What follows belongs to an exercise in optimizing a design on an open flow for small area; a production flow would make more cautious choices. The RTL was checked by simulation tests, not by an equivalence proof against the original design. No activity file was given, so power comes from the tool's default toggle rates.

== the baseline ==
==> module Median_Filter, before the edit <==
module Median_Filter #(
    parameter WIDTH  = 32,
    parameter HEIGHT = 24
)(
    output wire [7:0] median_pixel,
    output wire       out_valid,
    input  wire [7:0] pixel_in,
    input  wire       in_valid,
    input  wire       rst,
    input  wire       clk
);
    localparam N = 2 * WIDTH + 1;
    reg  [7:0] sr [0:N-1];
    integer i;
    always @(posedge clk)
        if (in_valid) begin
            sr[0] <= pixel_in;
            for (i = 1; i < N; i = i + 1) sr[i] <= sr[i-1];
        end
    reg  [$clog2(WIDTH)-1:0]  col;
    reg  [$clog2(HEIGHT)-1:0] row;
    reg                       primed;    
    reg                       valid0, valid1, valid2, valid3;
    wire last_col = (col == WIDTH - 1);
    always @(posedge clk) begin
        if (rst) begin
            col    <= 0;
            row    <= 0;
            primed <= 1'b0;
            valid0 <= 1'b0;
            valid1 <= 1'b0;
            valid2 <= 1'b0;
            valid3 <= 1'b0;
        end else begin
            valid0 <= in_valid & primed;
            valid1 <= valid0;
            valid2 <= valid1;
            valid3 <= valid2;
            if (in_valid) begin
                col <= col + 1'b1;
                if (last_col) row <= (row == HEIGHT - 1) ? 0 : row + 1'b1;
                if (row == 1 && col == 0) primed <= 1'b1;
            end
        end
    end
    wire ntop = (row == 1);
    wire nbot = (row == 0);
    wire [7:0] na = sr[2*WIDTH-1], nb = sr[WIDTH-1], nc = pixel_in;
    wire le_ab, le_bc, le_ac;
    Le_8bits Cab(.le(le_ab), .a(na), .b(nb));
    Le_8bits Cbc(.le(le_bc), .a(nb), .b(nc));
    Le_8bits Cac(.le(le_ac), .a(na), .b(nc));
    wire nxab = ntop | le_ab;
    wire nxbc = ~nbot & le_bc;
    wire nxac = ntop | (~nbot & le_ac);
    reg ptop, pbot, moved;
    reg [2:0] qx;
    always @(posedge clk) begin
        if (in_valid) begin
            ptop <= ntop;
            pbot <= nbot;
            qx   <= {~(nxab ^ nxbc), nxab ^ nxac, nxab};
        end
        moved <= in_valid;
    end
    wire [7:0] qa = sr[2*WIDTH], qb = sr[WIDTH], qc = sr[0];
    wire [2:0] qs_min, qs_mid, qs_max;
    Ascending_Sorter_3inputs_8bits OQ(.sel_min(qs_min), .sel_mid(qs_mid), .sel_max(qs_max),
                                      .xab(qx[0]), .ma(qx[1]), .mb(qx[2]));
    wire [7:0] q_min, q_mid, q_max;
    Sel3_8bits SQn(.y(q_min), .s(qs_min & {~pbot, 1'b1, ~ptop}), .a(qa), .b(qb), .c(qc));
    Sel3_8bits SQd(.y(q_mid), .s(qs_mid), .a(qa), .b(qb), .c(qc));
    Sel3_8bits SQx(.y(q_max), .s(qs_max), .a(qa), .b(qb), .c(qc));
    reg [7:0] r_min, r_mid, r_max, m_min, m_mid, m_max, l_min, l_mid, l_max;
    always @(posedge clk) begin
        r_min <= q_min;  r_mid <= q_mid;  r_max <= q_max;
        if (moved) begin
            m_min <= r_min;  m_mid <= r_mid;  m_max <= r_max;
            l_min <= m_min;  l_mid <= m_mid;  l_max <= m_max;
        end
    end
    reg lmask, rmask;
    always @(posedge clk) begin
        lmask <= (col == 2);            
        rmask <= (col == 1);            
    end
    wire n_mr, n_lr, d_mr, d_lr, x_mr, x_lr;
    Le_8bits Cn1(.le(n_mr), .a(m_min), .b(r_min));
    Le_8bits Cn2(.le(n_lr), .a(l_min), .b(r_min));
    Le_8bits Cd1(.le(d_mr), .a(m_mid), .b(r_mid));
    Le_8bits Cd2(.le(d_lr), .a(l_mid), .b(r_mid));
    Le_8bits Cx1(.le(x_mr), .a(m_max), .b(r_max));
    Le_8bits Cx2(.le(x_lr), .a(l_max), .b(r_max));
    reg n_lm, d_lm, x_lm;
    always @(posedge clk)
        if (moved) begin
            n_lm <= n_mr;
            d_lm <= d_mr;
            x_lm <= x_mr;
        end
    wire [2:0] nmin, nmid, nmax, dmin, dmid, dmax, xmin, xmid, xmax;
    Order3 ON(.sel_min(nmin), .sel_mid(nmid), .sel_max(nmax),
        .xab(lmask | n_lm), .xbc(~rmask & n_mr), .xac(lmask | (~rmask & n_lr)));
    Order3 OD(.sel_min(dmin), .sel_mid(dmid), .sel_max(dmax),
        .xab(lmask | d_lm), .xbc(~rmask & d_mr), .xac(lmask | (~rmask & d_lr)));
    Order3 OX(.sel_min(xmin), .sel_mid(xmid), .sel_max(xmax),
        .xab(lmask | x_lm), .xbc(~rmask & x_mr), .xac(lmask | (~rmask & x_lr)));
    wire [7:0] max_of_min, mid_of_mid, min_of_max;
    Sel3_8bits SN(.y(max_of_min), .s(nmax), .a(l_min), .b(m_min), .c(r_min));
    Sel3_8bits SD(.y(mid_of_mid), .s(dmid), .a(l_mid), .b(m_mid), .c(r_mid));
    Sel3_8bits SX(.y(min_of_max), .s(xmin & {~rmask, 1'b1, ~lmask}),
                  .a(l_max), .b(m_max), .c(r_max));
    reg [7:0] s_x, s_y, s_z;
    always @(posedge clk) begin
        s_x <= max_of_min;
        s_y <= mid_of_mid;
        s_z <= min_of_max;
    end
    wire [7:0] med;
    Median_Finder_9inputs_8bits Kernel(.med(med), .x(s_x), .y(s_y), .z(s_z));
    reg [7:0] med_q;
    always @(posedge clk) med_q <= med;
    assign median_pixel = med_q;
    assign out_valid    = valid3;
endmodule
make LEC_CHECK=0 CAP_MARGIN=20 CORE_MARGIN=2 CORE_UTILIZATION=65 CTS_BUF_LIST=sky130_fd_sc_hd__clkbuf_16 CTS_CLUSTER_DIAMETER=60 CTS_CLUSTER_SIZE=25 SLEW_MARGIN=20 finish   # period 2.8 ns
run.sh (not shown) runs the stock make flow with config.mk's settings and CLKGATE_MAP_FILE= SYNTH_SCRIPT=/design/flow/synth_recipe.tcl, a recipe that flattens the netlist after the stock synthesis.
Both conditions hold for the baseline: the flow ran to the end and the final layout passed the timing, DRC and antenna checks.
Relative to the baseline, the following input files were edited for the candidate:
diff --git a/flow/design.v b/flow/design.v
--- a/flow/design.v
+++ b/flow/design.v
@@ -134,25 +134,25 @@
     end
     reg lmask, rmask;
     always @(posedge clk) begin
         lmask <= (col == 2);            
         rmask <= (col == 1);            
     end
-    wire n_mr, n_lr, d_mr, d_lr, x_mr, x_lr;
-    Le_8bits Cn1(.le(n_mr), .a(m_min), .b(r_min));
-    Le_8bits Cn2(.le(n_lr), .a(l_min), .b(r_min));
-    Le_8bits Cd1(.le(d_mr), .a(m_mid), .b(r_mid));
-    Le_8bits Cd2(.le(d_lr), .a(l_mid), .b(r_mid));
-    Le_8bits Cx1(.le(x_mr), .a(m_max), .b(r_max));
-    Le_8bits Cx2(.le(x_lr), .a(l_max), .b(r_max));
-    reg n_lm, d_lm, x_lm;
+    wire n_mr_d, n_lr_d, d_mr_d, d_lr_d, x_mr_d, x_lr_d;
+    Le_8bits Cn1(.le(n_mr_d), .a(r_min), .b(q_min));
+    Le_8bits Cn2(.le(n_lr_d), .a(m_min), .b(q_min));
+    Le_8bits Cd1(.le(d_mr_d), .a(r_mid), .b(q_mid));
+    Le_8bits Cd2(.le(d_lr_d), .a(m_mid), .b(q_mid));
+    Le_8bits Cx1(.le(x_mr_d), .a(r_max), .b(q_max));
+    Le_8bits Cx2(.le(x_lr_d), .a(m_max), .b(q_max));
+    reg n_lm, d_lm, x_lm, n_mr, d_mr, x_mr, n_lr, d_lr, x_lr;
     always @(posedge clk)
         if (moved) begin
-            n_lm <= n_mr;
-            d_lm <= d_mr;
-            x_lm <= x_mr;
+            n_lm <= n_mr;    d_lm <= d_mr;    x_lm <= x_mr;
+            n_mr <= n_mr_d;  d_mr <= d_mr_d;  x_mr <= x_mr_d;
+            n_lr <= n_lr_d;  d_lr <= d_lr_d;  x_lr <= x_lr_d;
         end
     wire [2:0] nmin, nmid, nmax, dmin, dmid, dmax, xmin, xmid, xmax;
     Order3 ON(.sel_min(nmin), .sel_mid(nmid), .sel_max(nmax),
         .xab(lmask | n_lm), .xbc(~rmask & n_mr), .xac(lmask | (~rmask & n_lr)));
     Order3 OD(.sel_min(dmin), .sel_mid(dmid), .sel_max(dmax),
         .xab(lmask | d_lm), .xbc(~rmask & d_mr), .xac(lmask | (~rmask & d_lr)));
### Flow results
Between the candidate and the baseline, the worst-case vdd ir drop is higher for the baseline.
Re number of signal-net buffers in the layout: the baseline was lower than the candidate.
Xor/xnor cell area share of the yosys netlist came out lower on the candidate than on the baseline.
Re delay of the slowest cell on the worst path: the baseline was lower than the candidate.
The baseline tops out at a higher clock frequency than the candidate.
Going from the baseline to the candidate, routed wire length fell about 4.4%; sequential share of cell area rose 1.3 points; final period utilization rose 3.9 points.
On area enclosed by the die boundary, the baseline loses to the candidate.
The layout multi-input combinational cell count in the baseline is 1.2 times that in the candidate.

==> what the ideal ports hide <==
How much do the figures lean on ideal ports? The routed layouts below were timed once more, with nothing changed but the port constraints. Step 1 assumes that a clkbuf_16 drives the clock port and a buf_2 every other input. Step 2, shift: input delay + t, output delay - t, t = (earliest + latest rising clock arrival at the registers) / 2. This alone moves slack from input paths to output paths. Three values: no drivers, after step 1, after step 2; two values: the first two.
run | shift t [ns] | setup WS [ns] | worst hold slack (ns) | worst setup path after step 2 | worst slew at a driven data input, ns
the baseline | 0.601 | 0.152 / 0.152 / -0.312 | 0.397 / 0.385 / 0.419 | input to register | 0.07
the candidate | 0.580 | 0.042 / 0.042 / -0.270 | 0.416 / 0.416 / 0.416 | input to register | 0.07
With both steps, setup timing fails in the baseline and the candidate, where it was met with ideal ports. For the baseline, which loses most, drivers alone change the setup slack by 0.000 ns; drivers and shift together by -0.464 ns.
